This is an optimization exercise on Yosys and OpenROAD, whose aim is small area, not a production implementation. Only simulation tests tie the RTL to the original design; equivalence was not proved. Power figures rest on the tool's default switching activity, not on a simulated workload.

== v47 ==
Design turbosound, start of the top module:
module turbosound (
    input wire clk,
    input wire clk35en,
    input wire clk175en,
    input wire reset_n,
    input wire disable_ay,
    input wire disable_turboay,
    input wire bdir,
    input wire bc1,
    input wire [7:0] din,
    output reg [7:0] dout,
    output reg oe,
    output reg midi_out,
    output wire [23:0] audio_out_ay1_splitted,
    output wire [23:0] audio_out_ay2_splitted
    );
  reg ay_select;
  wire sel_en = ~reset_n | (~disable_ay & ~disable_turboay & bdir & bc1 & (&din[7:1]));
  always @(posedge clk)
    if (sel_en)
      ay_select <= ~reset_n | din[0];
  wire [7:0] din_z = din & {8{reset_n}};
  wire rd_ok1, rd_ok2;
  wire [7:0] dout_ay1, dout_ay2;
  wire midi1, midi2;
  always @* begin
    if (ay_select == 1'b0) begin
      midi_out = midi2;
      dout = dout_ay2;
      oe = ~disable_ay & ~disable_turboay & rd_ok2;
    end
    else begin
      midi_out = midi1;
      dout = dout_ay1;
      oe = ~disable_ay & rd_ok1;
    end
  end
  ay_3_8192 ay1 (
    .clk(clk),
    .clken(~disable_ay & clk175en),
    .rst_n(reset_n),
    .a8(ay_select),
    .bdir(bdir),
    .bc1(bc1),
    .din(din),
    .din_z(din_z),
    .dout(dout_ay1),
    .rd_ok(rd_ok1),
    .midi(midi1),
    .channel_a(audio_out_ay1_splitted[23:16]),
    .channel_b(audio_out_ay1_splitted[15:8]),
    .channel_c(audio_out_ay1_splitted[7:0])
  );
  ay_3_8192 ay2 (
    .clk(clk),
    .clken(~disable_ay & ~disable_turboay & clk175en),
    .rst_n(reset_n),
    .a8(~ay_select),
    .bdir(bdir),
    .bc1(bc1),
    .din(din),
    .din_z(din_z),
    .dout(dout_ay2),
    .rd_ok(rd_ok2),
    .midi(midi2),
    .channel_a(audio_out_ay2_splitted[23:16]),
    .channel_b(audio_out_ay2_splitted[15:8]),
    .channel_c(audio_out_ay2_splitted[7:0])
  );
endmodule
clock: 10.0 ns
lec_check: 0
abc_area: 1
cap_margin: 20
core_margin: 2
core_utilization: 60
slew_margin: 20
standard.sh (not shown) runs the stock make flow with config.mk's settings and CLKGATE_MAP_FILE= SYNTH_SCRIPT=/design/flow/synth_recipe.tcl, a recipe that flattens the netlist after the stock synthesis.
==> flow/flow/run.sh <==
#!/bin/bash
# Standard ORFS layout through the standard.sh, with these changes:
#  - synthesis: same script, but ABC maps with an area-oriented script
#    (flow/abc_area.script) and Yosys does not pre-extract half/full adders,
#    so ABC optimises that logic too; registers are untouched
#  - clock tree: no dummy loads, sink clusters of up to 15, clkbuf_8 buffers
#  - port buffers: buf_1
set -euo pipefail
W=$PWD
rm -rf "$W/scripts_local"
cp -r "$FLOW_HOME/scripts" "$W/scripts_local"
cp "$W/flow/abc_area.script" "$W/scripts_local/abc_area.script"
export CTS_ARGS="-sink_clustering_enable -repair_clock_nets -dont_use_dummy_load -sink_clustering_size 15 -sink_clustering_max_diameter 80 -buf_list sky130_fd_sc_hd__clkbuf_8"
export BUFFER_PORTS_ARGS="-buffer_cell sky130_fd_sc_hd__buf_1"
bash standard.sh SCRIPTS_DIR="$W/scripts_local" ADDER_MAP_FILE= finish > standard.log 2>&1
==> flow/flow/abc_area.script <==
&get -n
&st
&syn2
&dch -f
&nf -a -p -F 8 -A 4
&st
&deepsyn -T 60
&dch -f
&nf -a -p -F 8 -A 4
&put
topo
v47: full flow OK, the timing, design-rule and antenna checks passed
The following lists how v33 was set up differently from v47:
==> flow/flow/run.sh <==
#!/bin/bash
# Standard ORFS layout through the standard.sh, with these changes:
#  - synthesis: same script, but ABC maps with an area-oriented script
#    (flow/abc_area.script) and Yosys does not pre-extract half/full adders,
#    so ABC optimises that logic too; registers are untouched
#  - clock tree: no dummy loads, sink clusters of up to 8, clkbuf_4 buffers
#  - port buffers: buf_1
set -euo pipefail
W=$PWD
rm -rf "$W/scripts_local"
cp -r "$FLOW_HOME/scripts" "$W/scripts_local"
cp "$W/flow/abc_area.script" "$W/scripts_local/abc_area.script"
export CTS_ARGS="-sink_clustering_enable -repair_clock_nets -dont_use_dummy_load -sink_clustering_size 8 -sink_clustering_max_diameter 60 -buf_list sky130_fd_sc_hd__clkbuf_4"
export BUFFER_PORTS_ARGS="-buffer_cell sky130_fd_sc_hd__buf_1"
bash standard.sh SCRIPTS_DIR="$W/scripts_local" ADDER_MAP_FILE= finish > standard.log 2>&1
[summary]
- Post-route fraction of the period consumed by the critical path: v33 > v47
- Uppermost signal routing layer after detailed routing = met4: v47; uppermost signal routing layer after detailed routing = met5: v33
- In terms of final area, v33 and v47 differ only marginally.
- v33 went all the way through synthesis, placement and routing and the layout is clean on timing, DRC and antenna.
- On proportion of register bits with asynchronous set or reset after synthesis, v33 and v47 are neck and neck.
- The run showing the smaller count of vias placed by the detailed router is v47.
- [compare] base=v47 new=v33: setup slack after layout decreased by 0.16 ns relative to the old numbers; sequential share of cell area closely matched the old numbers; power spent charging and discharging nets increased by about 2.2% relative to the old numbers.
- On clock transition at the registers of the reported paths, v33 tracks v47 almost exactly.
## Diff of input files: v26 against v33
==> flow/flow/run.sh <==
#!/bin/bash
# Standard ORFS layout through the standard.sh, with these changes:
#  - synthesis: same script, but ABC maps with an area-oriented script
#    (flow/abc_area.script) and Yosys does not pre-extract half/full adders,
#    so ABC optimises that logic too; registers are untouched
#  - clock tree: no dummy loads, sink clusters of up to 15, clkbuf_8 buffers
#  - port buffers: buf_1
set -euo pipefail
W=$PWD
rm -rf "$W/scripts_local"
cp -r "$FLOW_HOME/scripts" "$W/scripts_local"
cp "$W/flow/abc_area.script" "$W/scripts_local/abc_area.script"
export CTS_ARGS="-sink_clustering_enable -repair_clock_nets -dont_use_dummy_load -sink_clustering_size 15 -sink_clustering_max_diameter 80 -buf_list sky130_fd_sc_hd__clkbuf_8"
export BUFFER_PORTS_ARGS="-buffer_cell sky130_fd_sc_hd__buf_1"
bash standard.sh SCRIPTS_DIR="$W/scripts_local" ADDER_MAP_FILE= finish > standard.log 2>&1
==> flow/flow/abc_area.script <==
&get -n
&st
&syn2
&dch -f
&nf -a -p -F 8 -A 4
&st
&syn2
&dch -f
&nf -a -p -F 8 -A 4
&put
topo
Results
After detailed routing, v33 needs more wire than v26.
Going from v33 to v26, the synthesized cell count was found to have gone up by 11.
Logic depth of the worst setup path including buffers | v26 above v33
Post-detailed-route wirelength per cell was higher in v33 than in v26.
The wire length on met2 reported for v26 is smaller than that of v33 by about 1.6%.
v26 against v33: number of multi-input combinational cells picked up an extra about 0.5%, worst-case setup margin in the final layout picked up an extra 0.17 ns.
Synthesized netlist net count on v26 is up relative to v33.
In the reports for v33 and v26, the larger overall fraction of global-route tracks in use belongs to v33.
Portion of the clock cycle consumed by the worst path in the final layout (lower): v26
## Diff of input files: v38 against v26
Settings: CAP_MARGIN: 20 -> 5; SLEW_MARGIN: 20 -> 5.
==> flow/flow/run.sh <==
#!/bin/bash
# Standard ORFS layout through the standard.sh, with these changes:
#  - synthesis: same script, but ABC maps with an area-oriented script
#    (flow/abc_area.script) and Yosys does not pre-extract half/full adders,
#    so ABC optimises that logic too; registers are untouched
#  - clock tree: no dummy loads, sink clusters of up to 8, clkbuf_4 buffers
#  - port buffers: buf_1
set -euo pipefail
W=$PWD
rm -rf "$W/scripts_local"
cp -r "$FLOW_HOME/scripts" "$W/scripts_local"
cp "$W/flow/abc_area.script" "$W/scripts_local/abc_area.script"
export CTS_ARGS="-sink_clustering_enable -repair_clock_nets -dont_use_dummy_load -sink_clustering_size 8 -sink_clustering_max_diameter 60 -buf_list sky130_fd_sc_hd__clkbuf_4"
export BUFFER_PORTS_ARGS="-buffer_cell sky130_fd_sc_hd__buf_1"
bash standard.sh SCRIPTS_DIR="$W/scripts_local" ADDER_MAP_FILE= finish > standard.log 2>&1
==> flow/flow/abc_area.script <==
&get -n
&st
&syn2
&dch -f
&nf -a -p -F 8 -A 4
&st
&deepsyn -T 60
&dch -f
&nf -a -p -F 8 -A 4
&put
topo
Findings:
Re global-route wire length before repair: v38 and v26 aren't equal, and the lower value belongs to v26.
v38 was carried through to the last stage, and its layout satisfied the timing, design-rule and antenna checks.
v26 went all the way through synthesis, placement and routing and the layout is clean on timing, DRC and antenna.
The global-route usage over all layers number comes out higher for v38 vs v26.
After detailed routing, v26 needs less wire than v38.


turbosound, a different RTL version from the one above (not shown whole).
For scale: ~440 flip-flops, roughly 74 I/O pins, roughly 0.018 sq mm of cells after synthesis.
## turbosound
module turbosound (
    input wire clk,
    input wire clk35en,
    input wire clk175en,
    input wire reset_n,
    input wire disable_ay,
    input wire disable_turboay,
    input wire bdir,
    input wire bc1,
    input wire [7:0] din,
    output reg [7:0] dout,
    output reg oe,
    output reg midi_out,
    output wire [23:0] audio_out_ay1_splitted,
    output wire [23:0] audio_out_ay2_splitted
    );
  reg ay_select;
  wire sel_en = ~reset_n | (~disable_ay & ~disable_turboay & bdir & bc1 & (&din[7:1]));
  always @(posedge clk)
    if (sel_en)
      ay_select <= ~reset_n | din[0];
  wire [7:0] din_z = din & {8{reset_n}};
  wire rd_ok1, rd_ok2;
  wire [7:0] dout_ay1, dout_ay2;
  wire midi1, midi2;
  always @* begin
    if (ay_select == 1'b0) begin
      midi_out = midi2;
      dout = dout_ay2;
      oe = ~disable_ay & ~disable_turboay & rd_ok2;
    end
    else begin
      midi_out = midi1;
      dout = dout_ay1;
      oe = ~disable_ay & rd_ok1;
    end
  end
  ay_3_8192 ay1 (
    .clk(clk),
    .clken(~disable_ay & clk175en),
    .rst_n(reset_n),
    .a8(ay_select),
    .bdir(bdir),
    .bc1(bc1),
    .din(din),
    .din_z(din_z),
    .dout(dout_ay1),
    .rd_ok(rd_ok1),
    .midi(midi1),
    .channel_a(audio_out_ay1_splitted[23:16]),
    .channel_b(audio_out_ay1_splitted[15:8]),
    .channel_c(audio_out_ay1_splitted[7:0])
  );
  ...
export LEC_CHECK = 0
export ABC_AREA = 1
export CAP_MARGIN = 20
export CORE_MARGIN = 2
export CORE_UTILIZATION = 70
export PLACE_DENSITY = 0.8
export SLEW_MARGIN = 20
create_clock -name core_clock -period 10.0 [get_ports {clk}]
==> flow/flow/run.sh <==
#!/bin/bash
# Standard ORFS layout through the standard.sh, with these changes:
#  - synthesis: same script, but ABC maps with an area-oriented script
#    (flow/abc_area.script) and Yosys does not pre-extract half/full adders,
#    so ABC optimises that logic too; registers are untouched
#  - clock tree: no dummy loads, sink clusters of up to 8, clkbuf_4 buffers
#  - port buffers: buf_1
set -euo pipefail
W=$PWD
rm -rf "$W/scripts_local"
cp -r "$FLOW_HOME/scripts" "$W/scripts_local"
cp "$W/flow/abc_area.script" "$W/scripts_local/abc_area.script"
export CTS_ARGS="-sink_clustering_enable -repair_clock_nets -dont_use_dummy_load -sink_clustering_size 8 -sink_clustering_max_diameter 60 -buf_list sky130_fd_sc_hd__clkbuf_4"
export BUFFER_PORTS_ARGS="-buffer_cell sky130_fd_sc_hd__buf_1"
bash standard.sh SCRIPTS_DIR="$W/scripts_local" ADDER_MAP_FILE= finish > standard.log 2>&1
==> flow/flow/abc_area.script <==
&get -n
&st
&syn2
&dch -f
&nf -a -p -F 8 -A 4
&st
&deepsyn -T 60
&dch -f
&nf -a -p -F 8 -A 4
&put
topo
The starting point completed with no timing, DRC or antenna violations.
Rerun with:
--- a/flow/config.mk
+++ b/flow/config.mk
@@ -11,2 +11 @@
-export CORE_UTILIZATION = 70
-export PLACE_DENSITY = 0.8
+export CORE_UTILIZATION = 45
=> The new run completed with no timing, DRC or antenna violations; hold slack gets worse by 0.0058 ns; total power is higher by 1.2%; utilization is lower by 26 points; synthesized cell count is unchanged.
Rerun with:
--- a/flow/flow/run.sh
+++ b/flow/flow/run.sh
@@ -6 +6 @@
-#  - clock tree: no dummy loads, sink clusters of up to 8, clkbuf_4 buffers
+#  - clock tree: no dummy loads, sink clusters of up to 9, clkbuf_4 buffers
@@ -13 +13 @@
-export CTS_ARGS="-sink_clustering_enable -repair_clock_nets -dont_use_dummy_load -sink_clustering_size 8 -sink_clustering_max_diameter 60 -buf_list sky130_fd_sc_hd__clkbuf_4"
+export CTS_ARGS="-sink_clustering_enable -repair_clock_nets -dont_use_dummy_load -sink_clustering_size 9 -sink_clustering_max_diameter 60 -buf_list sky130_fd_sc_hd__clkbuf_4"
--- a/flow/config.mk
+++ b/flow/config.mk
@@ -11 +11,2 @@
-export CORE_UTILIZATION = 45
+export CORE_UTILIZATION = 70
+export PLACE_DENSITY = 0.8
The changed run ran to the end with no violations.
Sequential power barely changes.
Power fell by a few percent.
Fmax climbs by a few percent.
First-iteration DRC count came out higher by a quarter to a third.
Utilization goes up by 26 points.
Sequential share of layout area goes up by 0.98 points.
Combinational power hardly moves.

[what the ideal ports hide]
The flow's constraints put no driver on any port. The routed layouts listed below were extracted and timed again, unchanged, in two steps. Step 1, drivers: a clkbuf_16 drives clk and a buf_2 each remaining input, both assumed. Step 2 moves the port delays by t, midway between the first and last clock arrival at a register: inputs arrive t later, outputs are due t later. That takes back most of the time a late clock gives input paths. Slacks: no drivers / after step 1 / after step 2; pairs: no drivers / after step 1.
| run | t, ns | setup slack, ns | pins driven straight from the clock port |
|---|---|---|---|
| v47 | 0.605 | 4.648 / 4.602 / 4.796 | 1 |
| v33 | 0.764 | 4.493 / 4.444 / 4.801 | 1 |
| v26 | 0.600 | 4.660 / 4.610 / 4.454 | 1 |
| v38 | 0.775 | 4.505 / 4.457 / 4.806 | 1 |
| the first run of note 2 | 0.762 | 4.745 / 4.696 / 4.479 | 1 |
| the second run of note 2 | 0.843 | 4.628 / 4.582 / 4.415 | 1 |
| the third run of note 2 | 0.764 | 4.766 / 4.721 / 4.454 | 1 |
After both steps setup and hold are still met in every run listed. For the third run of note 2, which loses most, drivers alone change the setup slack by -0.045 ns; drivers and shift together by -0.312 ns.
